From an optimization exercise on the open Yosys and OpenROAD flow, aimed at small area, a short achievable clock period and few clock cycles; shortcuts taken in it are not production practice. Power is estimated from default activity; no workload was simulated.

==> flow/design.v <==
module Integrate(
input clock,
input reset,enter,
input [7:0]Nin,
input prog_we,
input [4:0]prog_addr,
input [7:0]prog_data,
output halt,
output [7:0]Nout,
output inwait
);
reg [7:0] mem [0:31];
reg [4:0] FA;       
reg [4:0] OA;       
reg [7:0] IR;       
reg       iok;      
reg [7:0] XI;       
reg       vX;       
reg [7:0] OPR;      
reg       tk;       
reg       df;       
reg       ok;       
reg       inr;      
reg       started;  
reg [7:0] A;
reg       Z;        
wire [2:0] xop = XI[7:5];
wire [4:0] xa  = XI[4:0];
reg       halt_r, inwait_r;
assign halt   = halt_r;
assign inwait = inwait_r;
assign Nout   = A;
wire stall  = vX & ((xop == 3'd7) | ((xop == 3'd4) & ~(enter & started)));
wire xstore = vX & (xop == 3'd1) & reset;
reg [7:0] An;
reg       Zn;
wire [7:0] axo = A ^ OPR;
wire [7:0] aor = A | OPR;
wire       sum0 = (axo == {aor[6:0], 1'b0});
function [4:0] inc5;
	input [4:0] x;
	inc5 = {x[4] ^ (&x[3:0]), x[3] ^ (&x[2:0]), x[2] ^ (&x[1:0]), x[1] ^ x[0], ~x[0]};
endfunction
wire       xas = vX & ((xop == 3'd2) | (xop == 3'd3));
wire       xin = vX & (xop == 3'd4);
wire       xld = vX & (xop == 3'd0);
reg        Sf;
always @* begin
	Sf = A[7];
	if (vX)
		case (xop)
		3'd0: Sf = OPR[7];
		3'd4: Sf = Nin[7];
		default: ;
		endcase
end
wire [7:0] addsub = A + (OPR ^ {8{xop[0]}}) + {7'd0, xop[0]};
always @* begin
	An = A;
	Zn = Z;
	if (vX)
		case (xop)
		3'd0: begin An = OPR; Zn = (OPR == 8'd0); end
		3'd2: begin An = addsub; Zn = sum0; end
		3'd3: begin An = addsub; Zn = (A == OPR); end
		3'd4: if (enter & started) begin An = Nin; Zn = (Nin == 8'd0); end
		default: ;
		endcase
end
wire [7:0] Oi    = tk ? OPR : IR;
wire       vO    = tk | iok;
wire       hzn   = vO & (Oi[7:5] == 3'd1) & (Oi[4:0] == FA);
wire       tkn   = vO & ~xas & (((Oi[7:5] == 3'd5) & ~xin & ~xld & Z) | ((Oi[7:5] == 3'd6) & ~Sf));
wire       dfn   = vO & ((xas & ((Oi[7:5] == 3'd5) | (Oi[7:5] == 3'd6))) | ((xin | xld) & (Oi[7:5] == 3'd5)));
wire       mis   = df & ((xop == 3'd5) ? Z : ~A[7]);
wire [4:0] FAn   = tkn ? inc5(Oi[4:0]) : (hzn ? FA : inc5(FA));
wire       wr0 = prog_we && prog_addr == 5'd0;
wire [7:0] w0 = wr0 ? prog_data : mem[0];
wire [7:0] w1 = (prog_we && prog_addr == 5'd1) ? prog_data : mem[1];
wire       cap = prog_we && inr && prog_addr == xa;
wire       ok_n = ~wr0 & (cap | (ok & inr));
wire [7:0] opr_p = cap ? prog_data : OPR;
wire       tk_p = ok_n & ((xop == 3'd5) | (xop == 3'd6));
wire       hz_p = ok_n & (xop == 3'd1) & (xa == 5'd1);
wire [7:0] rdO   = mem[OA];
wire [7:0] rdF   = mem[FA];
wire       fwdO  = xstore && xa == OA;
wire       fwdF  = xstore && xa == FA;
wire       go    = reset & ~mis & ~stall;    
wire       ld    = ~reset;                   
wire       keep  = reset & ~go;              
wire [7:0] IR_d  = (rdF & {8{go & ~fwdF}}) | (A & {8{go & fwdF}})
                 | ((ok_n ? w1 : w0) & {8{ld}}) | (IR & {8{keep}});
wire [7:0] OPR_d = (rdO & {8{go & ~fwdO}}) | (A & {8{go & fwdO}})
                 | (opr_p & {8{ld}}) | (OPR & {8{keep}});
wire [4:0] OA_p  = tk_p ? opr_p[4:0] : ok_n ? w1[4:0] : w0[4:0];
wire       aO    = go & tkn & ~fwdO;
wire       aF    = go & ~tkn & ~fwdF;
wire       aA    = go & (tkn ? fwdO : fwdF);
wire [4:0] OA_d  = (rdO[4:0] & {5{aO}}) | (rdF[4:0] & {5{aF}}) | (A[4:0] & {5{aA}})
                 | (OA_p & {5{ld}}) | (OPR[4:0] & {5{reset & mis}}) | (OA & {5{reset & ~mis & stall}});
wire [4:0] waddr = prog_we ? prog_addr : xa;
wire [7:0] wdata = prog_we ? prog_data : A;
always @(posedge clock)
	if (prog_we | xstore)
		mem[waddr] <= wdata;
always @(posedge clock) begin
	inr <= ~reset;
	IR <= IR_d;
	OPR <= OPR_d;
	OA <= OA_d;
	if (!reset) begin
		ok <= ok_n;
		XI <= w0;
		vX <= ok_n;
		iok <= ~hz_p;
		tk <= tk_p;
		df <= 1'b0;
		FA <= tk_p ? inc5(xa) : (ok_n & ~hz_p) ? 5'd2 : 5'd1;
	end else if (mis) begin
		vX <= 1'b0;
		df <= 1'b0;
		tk <= 1'b1;
		iok <= 1'b1;
		FA <= inc5(xa);
	end else if (!stall) begin
		XI <= Oi;
		vX <= vO;
		iok <= ~hzn;
		tk <= tkn;
		df <= dfn;
		FA <= FAn;
	end
end
always @(posedge clock, negedge reset) begin
	if (!reset) begin
		started <= 1'b0;
		halt_r <= 1'b0;
		inwait_r <= 1'b0;
		A <= 8'd0;
		Z <= 1'b1;
	end else begin
		started <= 1'b1;
		if (mis) begin
			halt_r <= 1'b0;
			inwait_r <= 1'b0;
		end else if (stall) begin
			halt_r <= vX & (xop == 3'd7);
			inwait_r <= vX & (xop == 3'd4);
		end else begin
			halt_r <= vO & (Oi[7:5] == 3'd7);
			inwait_r <= vO & (Oi[7:5] == 3'd4);
		end
		A <= An;
		Z <= Zn;
	end
end
endmodule
clock: 5.0 ns
lec_check: 0
cap_margin: 20
core_margin: 2
core_utilization: 40
cts_cluster_diameter: 100
cts_cluster_size: 26
setup_slack_margin: 2.4
slew_margin: 20
run.sh (not shown) runs the stock make flow with config.mk's settings and CLKGATE_MAP_FILE= SYNTH_SCRIPT=/design/flow/synth_recipe.tcl, a recipe that flattens the netlist after the stock synthesis.
Then changed:
==> flow/flow/run.sh (new file) <==
#!/bin/bash
# The standard layout, with two resizer settings changed: gates may be resized
# to any drive strength (not only within one footprint), and the port buffers
# are plain buf_2 cells.  Each tool's output is in the ORFS logs under orfs/;
# make's own output goes to standard.log.
bash standard.sh MATCH_CELL_FOOTPRINT=0 "BUFFER_PORTS_ARGS=-buffer_cell sky130_fd_sc_hd__buf_2" finish > standard.log 2>&1
==> flow/standard.sh (new file) <==
#!/bin/bash
# synth_recipe.tcl (not shown) runs the flow's synth.tcl, then flattens the netlist and writes it again
# the make line also repeats each setting of config.mk as NAME=value (left out here)
make -C /OpenROAD-flow-scripts/flow DESIGN_CONFIG=/design/flow/config.mk WORK_HOME=/design/flow/orfs CLKGATE_MAP_FILE= SYNTH_SCRIPT=/design/flow/synth_recipe.tcl "${@:-finish}"
removed: flow/run.sh
The changed run finished with timing, DRC and antenna clean.
Global-route usage is higher by 0.90 points.
Setup slack gains 8.4 ps.
Power increases by about 1.2%.
Clock skew increases by 6.7 ps.
Final area goes up by 0.32%.
Count of clock-buffer cells in the layout is unchanged.
Function was not checked in any run of this note: the RTL went through the layout flow alone.

## port drivers added, routing unchanged
The results above use ideal ports. As a check the final layouts listed here were re-extracted and re-timed, cells and wires unchanged. Step 1, drivers: a clkbuf_16 drives clock and a buf_2 each remaining input, both assumed. Step 2 moves the port delays by t, midway between the first and last clock arrival at a register: inputs arrive t later, outputs are due t later. That takes back most of the time a late clock gives input paths. a / b / c = ideal ports / drivers / drivers and shift; a / b = the first two.
run	shift t [ns]	setup slack, ns	clock arrival spread, ns	pins driven straight from the clock port
the first run	0.581	2.404 / 2.374 / 1.865	0.037 / 0.037	1
the second run	0.591	2.412 / 2.412 / 1.843	0.038 / 0.039	1
After both steps setup and hold are still met in every run listed. The setup slack of the second run, which loses most, moves by 0.000 ns with the drivers and by -0.569 ns with both steps.
